This is an optimization exercise on Yosys and OpenROAD, whose aim is small area and a short achievable clock period, not a production implementation. Only simulation tests tie the RTL to the original design; equivalence was not proved.

## flow/design.v (module list and top-level ports; edited modules follow where they fit)
// module izhikevich_neuron: 947 lines
module izhikevich_neuron #(parameter DT = 16'h0100)
(
    input wire clk,
    input wire rst,
    input wire [15:0] I,
    output reg spike
);
  // ...
==> flow/flow/run.sh <==
#!/bin/bash
# Layout flow for the hand-mapped datapath.
#  1. the standard synthesis of the RTL (kept for its flip-flops: their
#     names, cell types and reset nets are reused unchanged);
#  2. flow/gen2.py, the same generator that wrote the RTL (same options, see
#     flow/gen_args), writes the same circuit mapped by hand onto sky130 cells:
#     full-adder trees and parallel-prefix adders as designed, instead of
#     Yosys/ABC's re-mapping of them;
#  3. flow/polar.py re-chooses the polarity of the full-adder cells (and picks
#     between a gate and its complement) to drop
#     redundant inverters;
#  4. the standard ORFS flow from floorplan on, with every port buffered by a
#     buf_1 cell and the make settings in flow/make_args (the timing repair's
#     setup-slack target).
# Each tool's output goes to a log file of its own in this folder.
set -euo pipefail
W=$(pwd)
R=$W/orfs/results/${FLOW_PLATFORM}/izhikevich_neuron/base
bash standard.sh synth > $W/log_synth.txt 2>&1
cp $R/1_2_yosys.v $W/netlist_standard.v
python3 $W/flow/gen2.py $(cat $W/flow/gen_args) --net $W/netlist_hand.v --std $W/netlist_standard.v > $W/log_gen2.txt 2>&1
python3 $W/flow/polar.py --gates $W/netlist_hand.v $W/netlist_polar.v > $W/log_polar.txt 2>&1
cp $W/netlist_polar.v $R/1_2_yosys.v
touch $R/1_2_yosys.v
export BUFFER_PORTS_ARGS="-buffer_cell sky130_fd_sc_hd__buf_1"
# extra make settings for the layout steps (flow/make_args, may be empty)
bash standard.sh $(cat $W/flow/make_args 2>/dev/null) finish > $W/log_finish.txt 2>&1
==> flow/flow/gen_args <==
--redq dadda --split 1 --ka bk --kb bk
==> flow/flow/make_args <==
SETUP_SLACK_MARGIN=5.25
==> flow/flow/polar.py <==
#!/usr/bin/env python3
"""Re-choose the polarity of full adders in a mapped sky130 netlist.

A full adder is self-dual: FA(~a,~b,~c) = (~sum, ~cout).  Yosys's extract_fa
leaves many inverters between adder cells; this pass removes every inverter
(except ones driving ports), chooses for each fa cell whether it works on
inverted signals, and re-inserts one inverter per signal that is still needed
in the other polarity.  Registers and all other cells are unchanged.
usage: polar.py in.v out.v
"""
import re, sys, random

GATEFLIP = '--gates' in sys.argv
if GATEFLIP:
    sys.argv.remove('--gates')
src = open(sys.argv[1]).read()
m = re.search(r'^\s*module\s+(\S+)\s*\(', src, re.M)
body_start = src.index(';', m.end()) + 1
end = src.rindex('endmodule')
body = src[body_start:end]

inst_re = re.compile(r'^\s*(sky130_fd_sc_hd__\w+)\s+(\S+)\s*\((.*?)\);\s*$', re.S | re.M)
pin_re = re.compile(r'\.(\w+)\(\s*(.*?)\s*\)\s*(?:,|$)', re.S)
OUTPINS = {'X', 'Y', 'Q', 'Q_N', 'SUM', 'COUT', 'HI', 'LO', 'GCLK'}

cells = []
decl_lines = []
pos = 0
for mm in inst_re.finditer(body):
    pre = body[pos:mm.start()]
    decl_lines.append(pre)
    pos = mm.end()
    typ, name, pins = mm.group(1), mm.group(2), mm.group(3)
    conns = [(p, n) for p, n in pin_re.findall(pins)]
    cells.append([typ, name, conns])
tail = body[pos:]
if 'assign' in ''.join(decl_lines) + tail:
    sys.exit('assign statements not supported')

out_ports = set()
for mm in re.finditer(r'^\s*output\s+(\[(\d+):(\d+)\]\s*)?(\S+?)\s*;', src[:end], re.M):
    if mm.group(1):
        hi, lo = int(mm.group(2)), int(mm.group(3))
        for i in range(min(hi, lo), max(hi, lo) + 1):
            out_ports.add(f"{mm.group(4)}[{i}]")
    else:
        out_ports.add(mm.group(4))

A_ = {'and2_1': 6.256, 'nand2_1': 3.7536, 'or2_1': 6.256, 'nor2_1': 3.7536,
      'and2b_1': 7.5072, 'nand2b_1': 6.256, 'or2b_1': 7.5072, 'nor2b_1': 6.256,
      'xor2_1': 8.7584, 'xnor2_1': 8.7584, 'a21o_1': 7.5072, 'a21oi_1': 5.0048,
      'o21a_1': 7.5072, 'o21ai_1': 5.0048, 'o21ai_0': 5.0048, 'a21bo_1': 10.0096,
      'a21boi_0': 7.5072, 'o21ba_1': 10.0096, 'o21bai_1': 7.5072}
PAIRS = [('and2_1', 'nand2_1'), ('or2_1', 'nor2_1'), ('and2b_1', 'nand2b_1'),
         ('or2b_1', 'nor2b_1'), ('xor2_1', 'xnor2_1'), ('a21o_1', 'a21oi_1'),
         ('o21a_1', 'o21ai_1'), ('o21a_1', 'o21ai_0'), ('a21bo_1', 'a21boi_0'),
         ('o21ba_1', 'o21bai_1')]
COMP = {}
for x, y in PAIRS:
    COMP.setdefault(x, y)
    COMP.setdefault(y, x)
def out_pin(t):
    return 'X' if t in ('and2_1', 'or2_1', 'and2b_1', 'or2b_1', 'xor2_1', 'a21o_1', 'o21a_1', 'a21bo_1', 'o21ba_1') else 'Y'

def is_inv(t):
    return re.fullmatch(r'sky130_fd_sc_hd__(clk)?inv_\d+', t) is not None

driver = {}
for ci, (t, n, conns) in enumerate(cells):
    for p, net in conns:
        if p in OUTPINS:
            driver[net] = (ci, p)

removable = set()
for ci, (t, n, conns) in enumerate(cells):
    if is_inv(t):
        d = dict(conns)
        if d['Y'] not in out_ports:
            removable.add(ci)

def root(net):
    par = 0
    seen = 0
    while net in driver and driver[net][0] in removable:
        ci = driver[net][0]
        net = dict(cells[ci][2])['A']
        par ^= 1
        seen += 1
        if seen > 100:
            sys.exit('inverter loop')
    return net, par

# consumers: (cell index, pin index) -> (root, parity)
fa_idx = [ci for ci, c in enumerate(cells) if c[0].startswith('sky130_fd_sc_hd__fa_')]
fa_set = set(fa_idx)
cons = {}   # root -> list of (ci, parity)
pinref = []
for ci, (t, n, conns) in enumerate(cells):
    if ci in removable:
        continue
    for k, (p, net) in enumerate(conns):
        if p in OUTPINS:
            continue
        r, par = root(net)
        pinref.append((ci, k, r, par))
        cons.setdefault(r, []).append((ci, par))
# output ports that are driven through removable inverters are protected above;
# ports driven directly are roots with a parity-0 "consumer"
for net in out_ports:
    r, par = root(net)
    assert par == 0 and r == net
    cons.setdefault(r, []).append((-1, 0))

gate_idx = []
if GATEFLIP:
    for ci, (t, n, conns) in enumerate(cells):
        short = t[len('sky130_fd_sc_hd__'):]
        if ci not in removable and short in COMP:
            gate_idx.append(ci)
gate_set = set(gate_idx)
def gdelta(ci):
    short = cells[ci][0][len('sky130_fd_sc_hd__'):]
    return A_[COMP[short]] - A_[short]
def drv_fa(r):
    d = driver.get(r)
    if d is not None and (d[0] in fa_set or d[0] in gate_set):
        return d[0]
    return None

flip = {ci: 0 for ci in fa_idx + gate_idx}
def root_cost(r):
    f = drv_fa(r)
    nat = flip[f] if f is not None else 0
    for ci, par in cons.get(r, []):
        need = par ^ (flip[ci] if ci in fa_set else 0)
        if need != nat:
            return 1
    return 0

roots_of_fa = {}
for ci in fa_idx:
    rs = set()
    for p, net in cells[ci][2]:
        if p in OUTPINS:
            rs.add(net)
        else:
            rs.add(root(net)[0])
    roots_of_fa[ci] = rs
all_roots = set(cons)
for ci in gate_idx:
    for p, net in cells[ci][2]:
        if p in OUTPINS:
            roots_of_fa[ci] = {net}
def gcost():
    return sum(gdelta(ci) / 3.7536 for ci in gate_idx if flip[ci])
def total():
    return sum(root_cost(r) for r in all_roots) + gcost()

before = len(removable)
best = total()
random.seed(1)
cur = best
best_flip = dict(flip)
for it in range(60):
    improved = True
    while improved:
        improved = False
        for ci in fa_idx + gate_idx:
            rs = roots_of_fa[ci]
            gd = gdelta(ci) / 3.7536 if ci in gate_set else 0.0
            c0 = sum(root_cost(r) for r in rs) + (gd if flip[ci] else 0.0)
            flip[ci] ^= 1
            c1 = sum(root_cost(r) for r in rs) + (gd if flip[ci] else 0.0)
            if c1 < c0:
                cur += c1 - c0
                improved = True
            else:
                flip[ci] ^= 1
    if cur < best:
        best = cur
        best_flip = dict(flip)
    flip = dict(best_flip)
    cur = best
    pool = fa_idx + gate_idx
    for ci in random.sample(pool, max(1, len(pool) // 10)):
        flip[ci] ^= 1
    cur = total()
flip = best_flip
print(f"polar: {len(fa_idx)} fa cells, {len(gate_idx)} gates, {before} inverters removed, cost {best:.2f}, "
      f"{sum(flip[c] for c in fa_idx)} fa cells and {sum(flip[c] for c in gate_idx)} gates flipped", file=sys.stderr)

def esc(n):
    return n + ' ' if n.startswith('\\') else n

# rewrite
newnets = []
invnet = {}
def inv_of(r):
    if r not in invnet:
        nn = f"_pol{len(invnet)}_"
        invnet[r] = nn
        newnets.append(nn)
    return invnet[r]
for ci, k, r, par in pinref:
    f = drv_fa(r)
    nat = flip[f] if f is not None else 0
    need = par ^ (flip[ci] if ci in fa_set else 0)
    p, net = cells[ci][2][k]
    cells[ci][2][k] = (p, r if need == nat else inv_of(r))
out = [src[:body_start]]
out.append(''.join(decl_lines).rstrip('\n') + '\n')
for nn in newnets:
    out.append(f"  wire {nn};\n")
for ci in gate_idx:
    if flip[ci]:
        t = cells[ci][0]
        short = t[len('sky130_fd_sc_hd__'):]
        nt = 'sky130_fd_sc_hd__' + COMP[short]
        op, np_ = out_pin(short), out_pin(COMP[short])
        cells[ci][0] = nt
        cells[ci][2] = [((np_ if p == op else p), net) for p, net in cells[ci][2]]
for ci, (t, n, conns) in enumerate(cells):
    if ci in removable:
        continue
    pins = ",\n".join(f"    .{p}({esc(net)})" for p, net in conns)
    out.append(f"  {t} {n} (\n{pins}\n  );\n")
for i, (r, nn) in enumerate(invnet.items()):
    out.append(f"  sky130_fd_sc_hd__inv_1 _polinv{i}_ (\n    .A({esc(r)}),\n    .Y({nn})\n  );\n")
out.append(tail)
out.append(src[end:])
open(sys.argv[2], 'w').write(''.join(out))
==> flow/standard.sh <==
#!/bin/bash
# synth_recipe.tcl (not shown) runs the flow's synth.tcl, then flattens the netlist and writes it again
# the make line also repeats each setting of config.mk as NAME=value (left out here)
make -C /OpenROAD-flow-scripts/flow DESIGN_CONFIG=/design/flow/config.mk WORK_HOME=/design/flow/orfs CLKGATE_MAP_FILE= SYNTH_SCRIPT=/design/flow/synth_recipe.tcl "${@:-finish}"
==> flow/config.mk <==
export PLATFORM = sky130hd
export DESIGN_NAME = izhikevich_neuron
export DESIGN_NICKNAME = izhikevich_neuron
export VERILOG_FILES = /design/flow/design.v
export SDC_FILE = /design/flow/constraint.sdc
export NUM_CORES = 4
export LEC_CHECK = 0
export CAP_MARGIN = 20
export CORE_MARGIN = 2
export CORE_UTILIZATION = 40
export CTS_BUF_LIST = sky130_fd_sc_hd__clkbuf_8
export CTS_CLUSTER_DIAMETER = 150
export CTS_CLUSTER_SIZE = 40
export PLACE_DENSITY = 0.6
export SLEW_MARGIN = 20
==> flow/constraint.sdc <==
create_clock -name core_clock -period 12.0 [get_ports {clk}]
set_input_delay 2.4000 -clock core_clock [delete_from_list [all_inputs] [get_ports {clk}]]
set_output_delay 2.4000 -clock core_clock [all_outputs]
set_load 0.01 [all_outputs]
Not shown: flow/flow/gen2.py
==> flow_summary.yaml, run 1 <==
place:
  io_buffers: 18
  place_congestion: 0.814
timing:
  fin_crit_ns: 6.43
  finalSetupViolations: 0
  maxSlewHeadroom: 0.504
  fin_worst_skew_ns: 0.0111
  post-route-period-util: 0.536
finish:
  areaGrowthSynthToFinish_pct: 12.7
  final_common_cell: "nand2_1"
  nClkBuffers: 6
  multi_input_area_mm2: 0.00637
  diodes: 0
  fin_cells: 1035
clock_tree:
  clock-sinks: 33
  root_buffer: "clkbuf_8"
  cts_setup_buffers: 1
  h-tree-depth: 2
  cts_resized: 26
floorplanning:
  tapCellCount: 225
  dieHeight_um: 138
status:
  status: "timing/DRC/antenna clean"
worst_hold_path:
  hold_end: "u[15]"
global_route:
  grt_use_met1: 0.263
  grt_max_degree: 35
worst_setup_path:
  path_max_fanout: 11
  endpoint_kind: "flip-flop"
job:
  drv_cap: 0
routing:
  ant_nets: 0
==> run 2, diff against run 1 <==
==> flow/flow/make_args (replaced) <==
SETUP_SLACK_MARGIN=4.75
==> flow_summary.yaml, run 2 <==
finish:
  most-common-layout-cells: "161 x nand2_1, 153 x fa_1, 77 x xnor2_1, 61 x nor2b_1, 59 x xor2_1"
  diodes: 0
  areaGrowthSynthToFinish_pct: 8.28
  biggestRegsByFlops: "u x16, v x16, spike x1"
  final_layout_size_suffix_gt1_frac: 0.0454
  final_common_cell: "nand2_1"
  nFillCells: 1695
  fin_nets: 963
timing:
  fmaxAchievable_ghz: 0.149
  worst_pin_slew_ns: 0.730
  rsz0062_at_grt: "false"
  setup_tns_ns: 0
  fin_ws_ns: 5.30
  fin_worst_skew_ns: 0.0112
  finalMaxSlewViolations: 0
  post-route-period-util: 0.558
  finalSetupViolations: 0
  hold_viol_final: 0
  maxSlewHeadroom: 0.509
  fin_crit_ns: 6.70
yosys:
  netlist_area_mm2: 0.00716
  synthesis.nets: 935
  avgSynthCellArea_um2: 9.37
  yosys_warnings: 1
  postSynthCellCount: 764
worst_hold_path:
  min_path_type: "reg2reg"
worst_setup_path:
  crit_path_frequent_cell: "fa_1"
  cp_slowest_cell: "dfstp_4"
  endpoint_kind: "flip-flop"
  crit_path_cell_trace: "nand2_1, fa_1, fa_1, fa_1, fa_1, xor2_2, a21oi_1, o21ai_1, a21oi_1, o21ai_1, xor2_2, fa_1, fa_1, fa_1, xor2_1, nand2_1, nor2_1, inv_1, o21ai_1, o21bai_1, xor2_1, or2_1"
  crit_arrival_ns: 6.94
  crit_type: "reg2reg"
  critPathLaunchType: "flip-flop"
  path_max_fanout: 14
  max_stage_delay_ns: 0.74
  crit_required_ns: 12.24
floorplanning:
  rows: 48
  start_util: 0.411
  io_pins: 19
  dieHeight_um: 138
  dieArea_mm2: 0.0190
  die-width_um: 138
  coreArea_mm2: 0.0174
clock_tree:
  clock_path_buffers: 2
  numCtsBuffers: 5
  tritoncts: "done"
  clock-sinks: 33
  clk_latency_ns: 0.31
  root_buffer: "clkbuf_8"
  clkTransAtPathRegs_ns: 0.08
  h-tree-depth: 2
  cts_hold_buffers: 0
place:
  place_ws_ns: 4.71
  hpwl_mm: 12.7
  io_buffers: 18
  place_congestion: 0.814
routing:
  wl_per_cell_um: 15.7
  drt-initial-drc-count: 281
  drt-total-wl_mm: 15.9
  drc: 0
  ant_nets: 0
  first_pass_iters: 8
  via_count: 5059
  viasPerCell: 4.97
global_route:
  global_route.overflow_total: 0
  grt_usage: 0.189
  grt_pass1_vias: 5365
  grt_antenna_before_repair: 0
  grt_max_degree: 35
  grt_pass1_wl_mm: 27.5
status:
  status: "timing/DRC/antenna clean"
job:
  drv_cap: 0
==> run 2: per-stage QoR <==
stage	utilization	hold slack, ns	cells	instance area (µm²)
finish	0.445	0.632	1018	7750
global route	0.445	0.677	1018	7750
CTS	0.439	0.636	1017	7650
detailed placement	0.432	0.620	1009	7530
global placement	0.432	0.620	1009	7530
floorplan	-	0.587	764	7160
==> run 2: layout make-up <==
cell class | instances | area (µm²) | area share
Tap cell | 225 | 282 | 0.0363
Sequential cell | 33 | 870 | 0.112
Multi-Input combinational cell | 675 | 6190 | 0.798
Timing Repair Buffer | 21 | 90.1 | 0.0116
Clock inverter | 2 | 33.8 | 0.00436
Inverter | 56 | 210 | 0.0271
Clock buffer | 6 | 82.6 | 0.0106
==> run 2: worst paths after layout <==
path                        from     to  slack (ns)  cells after the start
setup reg to reg           v[13]  v[15]        5.30                     22
hold reg to reg            u[15]  u[15]        0.63                      2
setup / recovery           v[13]  v[15]        5.30                     22
hold / removal             u[15]  u[15]        0.63                      2
max in group asynchronous    rst   v[2]        9.45                      3
min in group asynchronous    rst  u[12]        2.16                      3
==> run 2: worst max-delay path, delay by kind of cell, from the launching register on <==
kind	cells	cell delay, ns
fa+ha+maj	7	3.30
xor+xnor	4	0.97
compound gates	6	0.95
flops	1	0.74
simple gates	4	0.60
buf+inv	1	0.05
==> run 2: layer usage <==
layer,up-vias,routed length [µm],part of all wire,GRT usage
li1,2410,-,-,-
met1,2547,7330,0.46,0.262
met2,93,7930,0.50,0.328
met3,9,545,0.034,0.0202
met4,0,126,0.0079,0.0317
met5,-,0,0,0
==> run 2: timing repair <==
action,in CTS,in global routing
setup endpoints to repair,1,9
resized for setup,1,25
pin swaps,0,1
setup buffers,0,1
==> run 3, diff against run 2 <==
==> flow/flow/make_args (replaced) <==
SETUP_SLACK_MARGIN=5
--- a/flow/config.mk
+++ b/flow/config.mk
@@ -14,2 +14,3 @@
 export PLACE_DENSITY = 0.6
 export SLEW_MARGIN = 20
+export TNS_END_PERCENT = 5
==> flow_summary.yaml, run 3 <==
status:
  status: "timing/DRC/antenna clean"
clock_tree:
  clkTransAtPathRegs_ns: 0.08
  clk_latency_ns: 0.31
  clock_path_buffers: 2
  root_buffer: "clkbuf_8"
  clock-sinks: 33
  h-tree-depth: 2
  cts_hold_buffers: 0
  numCtsBuffers: 5
  tritoncts: "done"
timing:
  post-route-period-util: 0.547
  setup_tns_ns: 0
  fin_crit_ns: 6.56
  worst_pin_slew_ns: 0.733
  fmaxAchievable_ghz: 0.152
  maxSlewHeadroom: 0.507
  hold_viol_final: 0
  finalMaxSlewViolations: 0
  rsz0062_at_grt: "true"
  whs_ns: 0.631
  finalSetupViolations: 0
  fin_worst_skew_ns: 0.0109
worst_setup_path:
  crit_type: "reg2reg"
  crit_path_frequent_cell: "fa_1"
  path_max_fanout: 17
  worst-path-buf-inv: 1
  critPathLaunchType: "flip-flop"
  cp_slowest_cell: "dfstp_4"
  max_stage_delay_ns: 0.76
  crit_arrival_ns: 6.80
  endpoint_kind: "flip-flop"
  cpLargestDelayFamily: "adder cells"
  crit_path_cell_trace: "nand2_1, fa_1, fa_1, fa_1, xor2_1, nand2_1, o21ai_1, xor2_2, fa_1, fa_1, fa_1, xor2_1, inv_1, o21ai_1, a21oi_1, a21boi_4, o21ai_1, a21oi_1, o21ai_1, xor2_1, nor2b_1"
  crit_required_ns: 12.24
finish:
  most-common-layout-cells: "161 x nand2_1, 153 x fa_1, 75 x xnor2_1, 61 x nor2b_1, 57 x inv_1"
  final_common_cell: "nand2_1"
  fin_nets: 966
  biggestRegsByFlops: "u x16, v x16, spike x1"
  diodes: 0
  nFillCells: 1683
  areaGrowthSynthToFinish_pct: 9.75
  final_layout_size_suffix_gt1_frac: 0.0628
  multi_input_area_mm2: 0.00627
  ff_latch_area_um2: 870
floorplanning:
  dieArea_mm2: 0.0190
  coreArea_mm2: 0.0174
  die-width_um: 138
  dieHeight_um: 138
  io_pins: 19
  start_util: 0.411
  rows: 48
global_route:
  global_route.overflow_total: 0
  grt_antenna_before_repair: 0
  grt_max_degree: 35
  grt_pass1_wl_mm: 27.5
  grt_pass1_vias: 5370
  grt_usage: 0.189
yosys:
  avgSynthCellArea_um2: 9.37
  synthesis.nets: 935
  yosys_warnings: 1
  postSynthCellCount: 764
  netlist_area_mm2: 0.00716
routing:
  drt-total-wl_mm: 16.1
  via_count: 5048
  first_pass_iters: 7
  wl_per_cell_um: 15.7
  ant_nets: 0
  drc: 0
  viasPerCell: 4.94
  drt-initial-drc-count: 284
place:
  io_buffers: 18
  place_congestion: 0.814
  hpwl_mm: 12.7
worst_hold_path:
  min_path_type: "reg2reg"
job:
  drv_cap: 0
[run 3: what timing repair did]
action,CTS,global route
gates resized for setup,8,30
setup endpoints to repair,7,8
pin swaps,0,1
buffers inserted,0,4
[run 3: worst paths after layout]
path / to / slack (ns) / from / cells after the start
max in group asynchronous: v[4] / 9.44 / rst / 3
worst min-delay path: u[15] / 0.63 / u[15] / 2
worst min register to register: u[15] / 0.63 / u[15] / 2
worst max-delay path: v[14] / 5.44 / v[11] / 21
min in group asynchronous: u[12] / 2.17 / rst / 3
worst max register to register: v[14] / 5.44 / v[11] / 21
[run 3: worst min-delay path, stage by stage (launching register included)]
cell and delay (ns):
dfrtp_1 0.39, xor2_1 0.09, xnor2_1 0.12
[run 3: area by class of cell]
type | instances | share of cell area
clock buffers | 6 | 0.0105
clock inverters | 2 | 0.00430
inverters | 56 | 0.0267
multi-input cells | 675 | 0.798
flip-flops and latches | 33 | 0.111
well taps | 225 | 0.0358
repair buffers | 24 | 0.0143
[run 3: stage by stage]
| step | cells | utilization | area (µm²) | worst slack, ns |
|---|---|---|---|---|
| 2_1_floorplan | 764 | - | 7160 | 5.69 |
| 3_3_place_gp | 1009 | 0.432 | 7530 | 4.84 |
| 3_5_place_dp | 1009 | 0.432 | 7530 | 4.71 |
| 4_1_cts | 1017 | 0.439 | 7650 | 5.02 |
| 5_1_grt | 1021 | 0.451 | 7860 | 4.99 |
| 6_report | 1021 | 0.451 | 7860 | 5.44 |
[run 3: metal layers]
layer	part of all wire	track usage
met3	0.032	0.0206
met5	0	0
met4	0.0093	0.0340
met2	0.50	0.326
met1	0.46	0.261
==> run 4, diff against run 3 <==
==> flow/flow/make_args (replaced) <==
SETUP_SLACK_MARGIN=5.5
==> flow_summary.yaml, run 4 <==
yosys:
  synthesis.nets: 935
  postSynthCellCount: 764
  avgSynthCellArea_um2: 9.37
  netlist_area_mm2: 0.00716
  yosys_warnings: 1
global_route:
  grt_usage: 0.195
  use_met2: 0.336
  grt_max_degree: 35
  grt_pass1_vias: 5478
  grt.busiest_layer: "met2"
  grtUsageMet3: 0.0228
  grt_use_met1: 0.268
  grt_antenna_before_repair: 0
  global_route.overflow_total: 0
  grt_pass1_wl_mm: 28.2
routing:
  viasPerCell: 5.01
  wl_per_cell_um: 16.8
  via_count: 5319
  first_pass_iters: 6
  drt-total-wl_mm: 17.8
  drt-initial-drc-count: 238
  ant_nets: 0
  drc: 0
clock_tree:
  clk_latency_ns: 0.31
  root_buffer: "clkbuf_8"
  cts_hold_buffers: 0
  clock-sinks: 33
  clock_path_buffers: 2
  h-tree-depth: 2
  tritoncts: "done"
  clkTransAtPathRegs_ns: 0.08
  numCtsBuffers: 5
finish:
  most-common-layout-cells: "156 x nand2_1, 136 x fa_1, 71 x xnor2_1, 60 x nor2b_1, 55 x inv_1"
  fin_cells: 1062
  diodes: 0
  final_layout_size_suffix_gt1_frac: 0.180
  ff_latch_area_um2: 888
  multi_input_area_mm2: 0.00668
  fin_nets: 1007
  final_common_cell: "nand2_1"
  areaGrowthSynthToFinish_pct: 20.5
  biggestRegsByFlops: "u x16, v x16, spike x1"
  nFillCells: 1615
floorplanning:
  io_pins: 19
  coreArea_mm2: 0.0174
  dieHeight_um: 138
  dieArea_mm2: 0.0190
  die-width_um: 138
  rows: 48
  start_util: 0.411
timing:
  fin_crit_ns: 6.36
  whs_ns: 0.639
  worst_pin_slew_ns: 0.730
  rsz0062_at_grt: "true"
  maxSlewHeadroom: 0.509
  post-route-period-util: 0.530
  hold_viol_final: 0
  setup_tns_ns: 0
  finalSetupViolations: 0
  fmaxAchievable_ghz: 0.157
  finalMaxSlewViolations: 0
  fin_worst_skew_ns: 0.0107
worst_setup_path:
  r2r_end: "v[13]"
  crit_required_ns: 12.24
  ff2ff_path_depth: 24
  cpLargestDelayFamily: "adder cells"
  endpoint_kind: "flip-flop"
  crit_type: "reg2reg"
  worst-path-buf-inv: 4
  crit_start: "v[9]"
  crit_arrival_ns: 6.60
  cp_slowest_cell: "dfstp_4"
  max_stage_delay_ns: 0.69
  crit_path_cell_trace: "buf_6, nand2_1, fa_1, fa_1, fa_2, xor2_4, a21oi_2, o21ai_1, a21oi_2, inv_2, a21oi_4, xnor2_4, fa_2, fa_1, fa_2, xor2_2, nand2_2, nor2_4, inv_1, o21ai_2, a21oi_2, buf_4, xnor2_1, or2_1"
  r2r_slack_ns: 5.64
  path_max_fanout: 6
  r2r-start: "v[9]"
  critPathLaunchType: "flip-flop"
status:
  status: "timing/DRC/antenna clean"
worst_hold_path:
  min_path_type: "reg2reg"
  min-delay-start: "u[15]"
  holdPathStages: 2
  hold_end: "u[15]"
place:
  dp.cells: 1009
  place_congestion: 0.814
  hpwl_mm: 12.7
  io_buffers: 18
job:
  drv_cap: 0
run 4: what timing repair did:
| item | CTS | global route |
|---|---|---|
| setup endpoints to repair | 9 | 8 |
| hold endpoints to repair | 0 | 0 |
| pin swaps | 1 | 43 |
| buffers inserted | 14 | 31 |
| resized for setup | 41 | 88 |
run 4: layout make-up:
class / instances / area share
multi-input combinational: 675 / 0.773
sequential: 33 / 0.103
timing repair buffer: 65 / 0.0532
tap: 225 / 0.0326
inverter: 56 / 0.0244
clock buffer: 6 / 0.00957
clock inverter: 2 / 0.00391
run 4: layer usage:
metal	routed length, µm	vias to the layer above
met5	0	-
met4	292	0
met3	774	21
met2	9090	120
met1	7670	2694
li1	-	2484
run 4: worst reg2reg max path, stage by stage (launching register included):
cell and delay [ns]:
dfstp_4 0.69, buf_6 0.16, nand2_1 0.08, fa_1 0.42, fa_1 0.54, fa_2 0.51
xor2_4 0.23, a21oi_2 0.17, o21ai_1 0.09, a21oi_2 0.31, inv_2 0.13, a21oi_4 0.20
xnor2_4 0.13, fa_2 0.38, fa_1 0.51, fa_2 0.59, xor2_2 0.19, nand2_2 0.11
nor2_4 0.12, inv_1 0.05, o21ai_2 0.17, a21oi_2 0.08, buf_4 0.14, xnor2_1 0.11
or2_1 0.21
run 4: how the worst max path moves through the flow:
stage          depth (start not counted)    end  slack [ns]
2_1_floorplan                         23  v[14]        5.69
3_3_place_gp                          21  v[14]        4.84
3_5_place_dp                          23  v[14]        4.71
4_1_cts                               24  v[14]        5.50
5_1_grt                               24  v[12]        5.35
6_report                              24  v[13]        5.64
run 4: metrics by stage:
step | util | cell area, µm² | setup WS (ns)
detailed placement | 0.432 | 7530 | 4.71
finish | 0.496 | 8630 | 5.64
global route | 0.496 | 8630 | 5.35
CTS | 0.457 | 7950 | 5.50
floorplan | - | 7160 | 5.69
global placement | 0.432 | 7530 | 4.84
==> run 5, diff against run 4 <==
==> flow/flow/make_args (replaced) <==
SETUP_SLACK_MARGIN=5
--- a/flow/config.mk
+++ b/flow/config.mk
@@ -14,3 +14,3 @@
 export PLACE_DENSITY = 0.6
 export SLEW_MARGIN = 20
-export TNS_END_PERCENT = 5
+export TNS_END_PERCENT = 30
==> flow_summary.yaml, run 5 <==
status:
  status: "timing/DRC/antenna clean"
timing:
  rsz0062_at_grt: "true"
  post-route-period-util: 0.547
  fin_crit_ns: 6.56
  finalSetupViolations: 0
  maxSlewHeadroom: 0.507
  fmaxAchievable_ghz: 0.152
  whs_ns: 0.631
  setup_tns_ns: 0
  hold_viol_final: 0
  worst_pin_slew_ns: 0.733
  finalMaxSlewViolations: 0
  fin_worst_skew_ns: 0.0109
place:
  io_buffers: 18
  hpwl_mm: 12.7
  place_congestion: 0.814
finish:
  final_util: 0.451
  final_layout_size_suffix_gt1_frac: 0.0628
  fin_nets: 966
  areaGrowthSynthToFinish_pct: 9.75
  nFillCells: 1683
  most-common-layout-cells: "161 x nand2_1, 153 x fa_1, 75 x xnor2_1, 61 x nor2b_1, 57 x inv_1"
  final_common_cell: "nand2_1"
  diodes: 0
  biggestRegsByFlops: "u x16, v x16, spike x1"
yosys:
  postSynthCellCount: 764
  synthesis.nets: 935
  yosys_warnings: 1
  netlist_area_mm2: 0.00716
  avgSynthCellArea_um2: 9.37
worst_setup_path:
  r2r_slack_ns: 5.44
  path_max_fanout: 17
  max_stage_delay_ns: 0.76
  crit_type: "reg2reg"
  crit_path_cell_trace: "nand2_1, fa_1, fa_1, fa_1, xor2_1, nand2_1, o21ai_1, xor2_2, fa_1, fa_1, fa_1, xor2_1, inv_1, o21ai_1, a21oi_1, a21boi_4, o21ai_1, a21oi_1, o21ai_1, xor2_1, nor2b_1"
  crit_path_frequent_cell: "fa_1"
  cp_slowest_cell: "dfstp_4"
  worst-path-buf-inv: 1
  cpLargestDelayFamily: "adder cells"
  crit_required_ns: 12.24
  endpoint_kind: "flip-flop"
  critPathLaunchType: "flip-flop"
  crit_arrival_ns: 6.80
routing:
  first_pass_iters: 7
  ant_nets: 0
  drc: 0
  via_count: 5048
  drt-initial-drc-count: 284
  drt-total-wl_mm: 16.1
  wl_per_cell_um: 15.7
  viasPerCell: 4.94
global_route:
  grt_pass1_vias: 5370
  grt_max_degree: 35
  grt_usage: 0.189
  grt_antenna_before_repair: 0
  global_route.overflow_total: 0
  grt_pass1_wl_mm: 27.5
clock_tree:
  cts_hold_buffers: 0
  tritoncts: "done"
  numCtsBuffers: 5
  clk_latency_ns: 0.31
  h-tree-depth: 2
  root_buffer: "clkbuf_8"
  clock_path_buffers: 2
  clock-sinks: 33
  clkTransAtPathRegs_ns: 0.08
floorplanning:
  io_pins: 19
  start_util: 0.411
  rows: 48
  die-width_um: 138
  dieHeight_um: 138
  coreArea_mm2: 0.0174
  dieArea_mm2: 0.0190
job:
  drv_cap: 0
worst_hold_path:
  min_path_type: "reg2reg"
run 5: path summary, 6_finish.rpt:
| kind | from | endpoint | cells after the start |
|---|---|---|---|
| min in group asynchronous | rst | u[12] | 3 |
| hold reg to reg | u[15] | u[15] | 2 |
| max in group asynchronous | rst | v[4] | 3 |
| hold / removal | u[15] | u[15] | 2 |
| setup reg to reg | v[11] | v[14] | 21 |
| setup / recovery | v[11] | v[14] | 21 |
run 5: cell type report:
class | instances | area, µm² | share of cell area
Clock buffer | 6 | 82.6 | 0.0105
Clock inverter | 2 | 33.8 | 0.00430
Inverter | 56 | 210 | 0.0267
Multi-Input combinational cell | 675 | 6270 | 0.798
Sequential cell | 33 | 870 | 0.111
Tap cell | 225 | 282 | 0.0358
Timing Repair Buffer | 24 | 113 | 0.0143
run 5: per-layer routing:
metal	global-route usage	wire, µm
met4	0.0340	150
met1	0.261	7350
met3	0.0206	520
met5	0	0
met2	0.326	8030
run 5: repair_timing:
action	CTS	global route
setup endpoints to repair	7	8
resized for setup	8	30
buffers inserted	0	4
pin swaps	0	1
cloned	0	0
run 5: worst register-to-register path: stages (launching register included):
cell and delay (ns):
dfstp_4 0.76, nand2_1 0.12, fa_1 0.57, fa_1 0.44
fa_1 0.54, xor2_1 0.32, nand2_1 0.14, o21ai_1 0.27
xor2_2 0.33, fa_1 0.49, fa_1 0.40, fa_1 0.55
xor2_1 0.27, inv_1 0.07, o21ai_1 0.17, a21oi_1 0.09
a21boi_4 0.16, o21ai_1 0.24, a21oi_1 0.14, o21ai_1 0.16
xor2_1 0.14, nor2b_1 0.13
run 5: stage by stage:
| stage | std cells | cell area (µm²) | worst slack, ns |
|---|---|---|---|
| 3_5_place_dp | 1009 | 7530 | 4.71 |
| 6_report | 1021 | 7860 | 5.44 |
| 2_1_floorplan | 764 | 7160 | 5.69 |
| 5_1_grt | 1021 | 7860 | 4.99 |
| 3_3_place_gp | 1009 | 7530 | 4.84 |
| 4_1_cts | 1017 | 7650 | 5.02 |
==> run 6, diff against run 5 <==
--- a/flow/config.mk
+++ b/flow/config.mk
@@ -12,5 +12,5 @@
 export CTS_CLUSTER_DIAMETER = 150
 export CTS_CLUSTER_SIZE = 40
+export GPL_TIMING_DRIVEN = 1
 export PLACE_DENSITY = 0.6
 export SLEW_MARGIN = 20
-export TNS_END_PERCENT = 30
==> flow_summary.yaml, run 6 <==
place:
  dp.cells: 1009
  hpwl_mm: 12.7
  io_buffers: 18
  place_area_mm2: 0.00753
  place_congestion: 0.814
  place_ws_ns: 4.71
global_route:
  grt_use_met1: 0.261
  grtUsageMet3: 0.0206
  grt_pass1_wl_mm: 27.5
  grt.busiest_layer: "met2"
  grt_pass1_vias: 5370
  grt_usage: 0.189
  use_met2: 0.326
  global_route.overflow_total: 0
  grt_max_degree: 35
  grt_antenna_before_repair: 0
clock_tree:
  clkTransAtPathRegs_ns: 0.08
  clk_latency_ns: 0.31
  h-tree-depth: 2
  tritoncts: "done"
  numCtsBuffers: 5
  clock_path_buffers: 2
  root_buffer: "clkbuf_8"
  clock-sinks: 33
finish:
  final_common_cell: "nand2_1"
  fin_cells: 1021
  final_util: 0.452
  final_layout_size_suffix_gt1_frac: 0.0641
  fin_nets: 966
  areaGrowthSynthToFinish_pct: 9.85
  stdcell_area_mm2: 0.00787
  most-common-layout-cells: "161 x nand2_1, 153 x fa_1, 75 x xnor2_1, 61 x nor2b_1, 57 x inv_1"
  diodes: 0
  biggestRegsByFlops: "u x16, v x16, spike x1"
routing:
  drt-total-wl_mm: 16.1
  viasPerCell: 4.96
  wl_per_cell_um: 15.8
  drt-initial-drc-count: 289
  drc: 0
  ant_nets: 0
  first_pass_iters: 7
  via_count: 5060
timing:
  hold_viol_final: 0
  worst_pin_slew_ns: 0.733
  finalMaxSlewViolations: 0
  fmaxAchievable_ghz: 0.153
  fin_crit_ns: 6.55
  finalSetupViolations: 0
  whs_ns: 0.631
  rsz0062_at_grt: "false"
  fin_worst_skew_ns: 0.0109
  setup_tns_ns: 0
  fin_ws_ns: 5.45
  maxSlewHeadroom: 0.507
  post-route-period-util: 0.545
worst_setup_path:
  crit_path_cell_trace: "nand2_1, fa_1, fa_1, fa_1, fa_1, xor2_1, nand2_1, o21ai_1, xor2_2, fa_1, fa_1, fa_1, fa_1, xor2_1, nand2_1, nor2_1, inv_1, o21ai_1, o21bai_1, xor2_1, or2_1"
  endpoint_kind: "flip-flop"
  r2r_slack_ns: 5.45
  crit_arrival_ns: 6.79
  ff2ff_path_depth: 21
  crit_type: "reg2reg"
  r2r_end: "v[15]"
  worst-path-buf-inv: 1
  r2r-start: "v[13]"
  cp.depth: 21
  cpLargestDelayFamily: "adder cells"
  max_stage_delay_ns: 0.74
  critPathLaunchType: "flip-flop"
  cp_slowest_cell: "dfstp_4"
  path_max_fanout: 14
  crit_required_ns: 12.24
  crit_path_frequent_cell: "fa_1"
floorplanning:
  rows: 48
  dieHeight_um: 138
  start_util: 0.411
  die-width_um: 138
  coreArea_mm2: 0.0174
  dieArea_mm2: 0.0190
  io_pins: 19
yosys:
  netlist_area_mm2: 0.00716
  synthesis.nets: 935
  avgSynthCellArea_um2: 9.37
  postSynthCellCount: 764
  yosys_warnings: 1
worst_hold_path:
  min_path_type: "reg2reg"
  holdPathStages: 2
  hold_end: "u[15]"
  min-delay-start: "u[15]"
job:
  drv_cap: 0
status:
  status: "timing/DRC/antenna clean"
==> run 6: final cells by class <==
cell class	instances	area, µm²
Tap cell	225	282
Inverter	56	210
Clock buffer	6	82.6
Timing Repair Buffer	24	113
Clock inverter	2	33.8
Multi-Input combinational cell	675	6280
Sequential cell	33	870
Fill cell	1683	9550
==> run 6: metal layers <==
layer / up-vias / routed length, µm
met5: - / 0
met4: 0 / 168
met3: 13 / 510
met2: 82 / 8040
met1: 2558 / 7360
li1: 2407 / -
==> run 6: worst max-delay path by stage <==
stage	start	slack [ns]	endpoint
after detailed placement	v[7]	4.71	v[14]
after global placement	v[0]	4.84	v[14]
after floorplan	v[8]	5.69	v[14]
after global routing	v[13]	4.99	v[14]
final	v[13]	5.45	v[15]
after CTS	v[6]	5.02	v[15]
==> run 6: worst reg2reg max path: stages (launching register included) <==
cell and delay, ns:
dfstp_4 0.74, nand2_1 0.12, fa_1 0.52, fa_1 0.39, fa_1 0.45, fa_1 0.55
xor2_1 0.28, nand2_1 0.12, o21ai_1 0.26, xor2_2 0.19, fa_1 0.44, fa_1 0.42
fa_1 0.41, fa_1 0.42, xor2_1 0.27, nand2_1 0.11, nor2_1 0.16, inv_1 0.05
o21ai_1 0.11, o21bai_1 0.16, xor2_1 0.09, or2_1 0.21
==> run 6: repair_timing <==
| item | CTS | global route |
|---|---|---|
| hold buffers | 0 | 0 |
| buffers inserted | 0 | 4 |
| endpoints found under the setup margin | 7 | 8 |
| resized for setup | 8 | 31 |
| pin swaps | 0 | 1 |
==> run 7, diff against run 6 <==
--- a/flow/config.mk
+++ b/flow/config.mk
@@ -12,5 +12,4 @@
 export CTS_CLUSTER_DIAMETER = 150
 export CTS_CLUSTER_SIZE = 40
-export GPL_TIMING_DRIVEN = 1
-export PLACE_DENSITY = 0.6
+export PLACE_DENSITY = 0.5
 export SLEW_MARGIN = 20
==> flow_summary.yaml, run 7 <==
status:
  status: "timing/DRC/antenna clean"
global_route:
  grt_use_met1: 0.267
  grt_pass1_vias: 5674
  grt_antenna_before_repair: 0
  grt_pass1_wl_mm: 28.6
  use_met2: 0.337
  grt.busiest_layer: "met2"
  grt_max_degree: 35
  grtUsageMet3: 0.0228
  grt_usage: 0.195
  global_route.overflow_total: 0
timing:
  fmaxAchievable_ghz: 0.151
  fin_worst_skew_ns: 0.0158
  fin_crit_ns: 6.63
  maxSlewHeadroom: 0.571
  hold_viol_final: 0
  rsz0062_at_grt: "true"
  finalSetupViolations: 0
  finalMaxSlewViolations: 0
  worst_pin_slew_ns: 0.640
  post-route-period-util: 0.553
  setup_tns_ns: 0
clock_tree:
  clock_path_buffers: 2
  clk_latency_ns: 0.30
  h-tree-depth: 2
  root_buffer: "clkbuf_8"
  clock-sinks: 33
  tritoncts: "done"
  cts_hold_buffers: 0
  clkTransAtPathRegs_ns: 0.09
  numCtsBuffers: 5
routing:
  drt-initial-drc-count: 206
  ant_nets: 0
  drc: 0
  viasPerCell: 5.01
  drt-total-wl_mm: 16.4
  via_count: 5123
  first_pass_iters: 4
  wl_per_cell_um: 16.0
worst_setup_path:
  ff2ff_path_depth: 24
  cp_slowest_cell: "dfstp_4"
  endpoint_kind: "flip-flop"
  crit_arrival_ns: 6.80
  cp-endpoint: "v[14]"
  crit_path_cell_trace: "nand2_1, or2_1, fa_1, fa_1, xor2_1, nand2_1, o21ai_2, inv_1, o21ai_2, a21oi_1, xnor2_2, fa_1, fa_1, fa_1, xor2_1, nand2_1, inv_1, a21oi_1, a21boi_2, o21ai_1, a21oi_1, o21ai_1, xor2_1, nor2b_1"
  crit_path_frequent_cell: "fa_1"
  r2r_end: "v[14]"
  crit_start: "v[8]"
  r2r-start: "v[8]"
  worst-path-buf-inv: 2
  cp.depth: 24
  r2r_slack_ns: 5.37
  path_max_fanout: 19
  crit_required_ns: 12.17
  critPathLaunchType: "flip-flop"
  crit_type: "reg2reg"
  cpLargestDelayFamily: "adder cells"
  max_stage_delay_ns: 0.78
floorplanning:
  die-width_um: 138
  start_util: 0.411
  rows: 48
  coreArea_mm2: 0.0174
  dieHeight_um: 138
  dieArea_mm2: 0.0190
  io_pins: 19
finish:
  stdcell_area_mm2: 0.00787
  final_common_cell: "nand2_1"
  fin_cells: 1022
  final_layout_size_suffix_gt1_frac: 0.0665
  areaGrowthSynthToFinish_pct: 9.84
  diodes: 0
  fin_nets: 967
  most-common-layout-cells: "161 x nand2_1, 153 x fa_1, 76 x xnor2_1, 61 x nor2b_1, 57 x inv_1"
  biggestRegsByFlops: "u x16, v x16, spike x1"
  final_util: 0.452
yosys:
  yosys_warnings: 1
  postSynthCellCount: 764
  synthesis.nets: 935
  avgSynthCellArea_um2: 9.37
  netlist_area_mm2: 0.00716
place:
  place_area_mm2: 0.00753
  hpwl_mm: 13.5
  dp.cells: 1009
  place_congestion: 0.823
  io_buffers: 18
worst_hold_path:
  holdPathStages: 2
  min_path_type: "reg2reg"
job:
  drv_cap: 0
[run 7: area by class of cell]
type / count / area (µm²)
fillers: 1728 / 9550
well taps: 225 / 282
flip-flops and latches: 33 / 876
repair buffers: 25 / 120
clock buffers: 6 / 82.6
multi-input cells: 675 / 6260
inverters: 56 / 210
clock inverters: 2 / 33.8
[run 7: repair_timing]
action / 4_1_cts / 5_1_grt
setup endpoints to repair: 8 / 8
setup buffers: 0 / 5
pin swaps: 0 / 3
gates resized for setup: 10 / 31
[run 7: metrics by stage]
step | setup slack, ns | hold WS, ns
6_report | 5.37 | 0.642
5_1_grt | 4.97 | 0.669
4_1_cts | 5.04 | 0.644
3_5_place_dp | 4.64 | 0.626
3_3_place_gp | 4.82 | 0.611
2_1_floorplan | 5.69 | 0.587
[run 7: per-layer routing]
metal | wire, µm | up-vias | share of wire
met2 | 8210 | 66 | 0.50
li1 | - | 2399 | -
met3 | 349 | 13 | 0.021
met4 | 135 | 0 | 0.0082
met5 | 0 | - | 0
met1 | 7700 | 2645 | 0.47
[run 7: how the worst min path moves through the flow]
stage / from / to / slack, ns
2_1_floorplan: u[15] / u[15] / 0.59
3_3_place_gp: u[15] / u[15] / 0.61
3_5_place_dp: u[15] / u[15] / 0.63
4_1_cts: u[15] / u[15] / 0.64
5_1_grt: u[15] / u[15] / 0.67
6_report: u[15] / u[15] / 0.64
[run 7: worst register-to-register path: stages (launching register included)]
cell and delay [ns]:
dfstp_4 0.78, nand2_1 0.13, or2_1 0.27, fa_1 0.45
fa_1 0.53, xor2_1 0.27, nand2_1 0.11, o21ai_2 0.26
inv_1 0.09, o21ai_2 0.19, a21oi_1 0.13, xnor2_2 0.24
fa_1 0.46, fa_1 0.55, fa_1 0.45, xor2_1 0.20
nand2_1 0.11, inv_1 0.05, a21oi_1 0.15, a21boi_2 0.34
o21ai_1 0.16, a21oi_1 0.25, o21ai_1 0.10, xor2_1 0.14
nor2b_1 0.13
==> run 8, diff against run 7 <==
--- a/flow/config.mk
+++ b/flow/config.mk
@@ -6,5 +6,5 @@
 export NUM_CORES = 4
 export LEC_CHECK = 0
-export CAP_MARGIN = 20
+export CAP_MARGIN = 5
 export CORE_MARGIN = 2
 export CORE_UTILIZATION = 40
@@ -12,4 +12,4 @@
 export CTS_CLUSTER_DIAMETER = 150
 export CTS_CLUSTER_SIZE = 40
-export PLACE_DENSITY = 0.5
-export SLEW_MARGIN = 20
+export PLACE_DENSITY = 0.6
+export SLEW_MARGIN = 5
==> flow_summary.yaml, run 8 <==
status:
  status: "timing/DRC/antenna clean"
timing:
  fin_ws_ns: 5.45
  finalSetupViolations: 0
  fmaxAchievable_ghz: 0.153
  hold_viol_final: 0
  rsz0062_at_grt: "false"
  worst_pin_slew_ns: 0.733
  fin_worst_skew_ns: 0.0109
  fin_crit_ns: 6.55
  setup_tns_ns: 0
  finalMaxSlewViolations: 0
  maxSlewHeadroom: 0.507
  post-route-period-util: 0.545
routing:
  wl_per_cell_um: 15.8
  wl_met3_um: 510
  drt-total-wl_mm: 16.1
  wl_met2_mm: 8.04
  drc: 0
  ant_nets: 0
  wl_met1_mm: 7.36
  viasPerCell: 4.96
  top_layer: "met4"
  via_count: 5060
  first_pass_iters: 7
  drt-initial-drc-count: 289
finish:
  diodes: 0
  areaGrowthSynthToFinish_pct: 9.85
  biggestRegsByFlops: "u x16, v x16, spike x1"
  final_util: 0.452
  final_layout_size_suffix_gt1_frac: 0.0641
  fin_nets: 966
  fin_cells: 1021
  most-common-layout-cells: "161 x nand2_1, 153 x fa_1, 75 x xnor2_1, 61 x nor2b_1, 57 x inv_1"
  final_common_cell: "nand2_1"
floorplanning:
  coreArea_mm2: 0.0174
  die-width_um: 138
  start_util: 0.411
  io_pins: 19
  dieHeight_um: 138
  dieArea_mm2: 0.0190
  rows: 48
clock_tree:
  clkTransAtPathRegs_ns: 0.08
  numCtsBuffers: 5
  h-tree-depth: 2
  cts_hold_buffers: 0
  tritoncts: "done"
  root_buffer: "clkbuf_8"
  clock_path_buffers: 2
  clock-sinks: 33
  clk_latency_ns: 0.31
worst_setup_path:
  crit_required_ns: 12.24
  endpoint_kind: "flip-flop"
  crit_arrival_ns: 6.79
  critPathLaunchType: "flip-flop"
  crit_type: "reg2reg"
  path_max_fanout: 14
job:
  drv_cap: 0
global_route:
  grt_pass1_vias: 5370
  grt_usage: 0.189
  global_route.overflow_total: 0
  grt_pass1_wl_mm: 27.5
  grt_max_degree: 35
  grt_antenna_before_repair: 0
place:
  io_buffers: 18
  place_congestion: 0.814
  place_ws_ns: 4.71
  dp.cells: 1009
  hpwl_mm: 12.7
yosys:
  postSynthCellCount: 764
  avgSynthCellArea_um2: 9.37
  synthesis.nets: 935
  netlist_area_mm2: 0.00716
  yosys_warnings: 1
worst_hold_path:
  min_path_type: "reg2reg"
## run 8: cell type report
| class | count | area [µm²] |
|---|---|---|
| multi-input cells | 675 | 6280 |
| clock inverters | 2 | 33.8 |
| flip-flops and latches | 33 | 870 |
| clock buffers | 6 | 82.6 |
| repair buffers | 24 | 113 |
| fillers | 1683 | 9550 |
| inverters | 56 | 210 |
| well taps | 225 | 282 |
## run 8: final timing paths
check | endpoint | cells past startpoint | startpoint | slack [ns]
setup / recovery | v[15] | 21 | v[13] | 5.45
hold / removal | u[15] | 2 | u[15] | 0.63
setup reg to reg | v[15] | 21 | v[13] | 5.45
hold reg to reg | u[15] | 2 | u[15] | 0.63
max in group asynchronous | v[4] | 3 | rst | 9.44
min in group asynchronous | u[12] | 3 | rst | 2.17
## run 8: per-stage QoR
step	instance area, µm²	hold slack, ns
after floorplan	7160	0.587
final	7870	0.631
after global placement	7530	0.620
after global routing	7870	0.677
after CTS	7650	0.636
after detailed placement	7530	0.620
## run 8: worst max-delay path, stage by stage, from the launching register on
cell and delay [ns]:
dfstp_4 0.74, nand2_1 0.11, fa_1 0.52, fa_1 0.39
fa_1 0.45, fa_1 0.55, xor2_1 0.28, nand2_1 0.12
o21ai_1 0.26, xor2_2 0.19, fa_1 0.44, fa_1 0.42
fa_1 0.41, fa_1 0.42, xor2_1 0.27, nand2_1 0.11
nor2_1 0.16, inv_1 0.05, o21ai_1 0.11, o21bai_1 0.16
xor2_1 0.09, or2_1 0.21
## run 8: what timing repair did
| item | in CTS | in global routing |
|---|---|---|
| setup endpoints to repair | 7 | 8 |
| resized for setup | 8 | 31 |
| setup buffers | 0 | 4 |
| cloned | 0 | 0 |
| pin swaps | 0 | 1 |
## run 8: per-layer routing
layer / vias up / GRT usage
met1: 2558 / 0.261
met2: 82 / 0.326
met3: 13 / 0.0206
met4: 0 / 0.0340
li1: 2407 / -
met5: - / 0

==> separate check: timing with driven ports <==
How much do the figures lean on ideal ports? The routed layouts below were timed once more, with nothing changed but the port constraints.
Step 1 sets driving cells, clkbuf_16 on the clock port and buf_2 on the other inputs (assumed; they add their load-dependent delay and slew).
Step 2 also shifts input and output timing later by t, the mid clock arrival at the registers, as if the neighbouring blocks saw the same clock.
a / b / c = ideal / step 1 / step 2; a / b = the first two.
run | shift t [ns] | slack for setup (ns) | hold WS [ns] | cell pins on the clock port's net
run 1 | 0.337 | 5.570 / 5.570 / 5.570 | 0.632 / 0.632 / 0.632 | 1
run 2 | 0.336 | 5.299 / 5.299 / 5.299 | 0.632 / 0.632 / 0.632 | 1
run 3 | 0.336 | 5.441 / 5.441 / 5.441 | 0.631 / 0.631 / 0.631 | 1
run 4 | 0.338 | 5.642 / 5.642 / 5.642 | 0.639 / 0.639 / 0.639 | 1
run 5 | 0.336 | 5.441 / 5.441 / 5.441 | 0.631 / 0.631 / 0.631 | 1
run 6 | 0.336 | 5.454 / 5.454 / 5.454 | 0.631 / 0.631 / 0.631 | 1
run 7 | 0.330 | 5.369 / 5.369 / 5.369 | 0.642 / 0.642 / 0.642 | 1
run 8 | 0.336 | 5.454 / 5.454 / 5.454 | 0.631 / 0.631 / 0.631 | 1
After both steps every run listed still meets setup and hold.
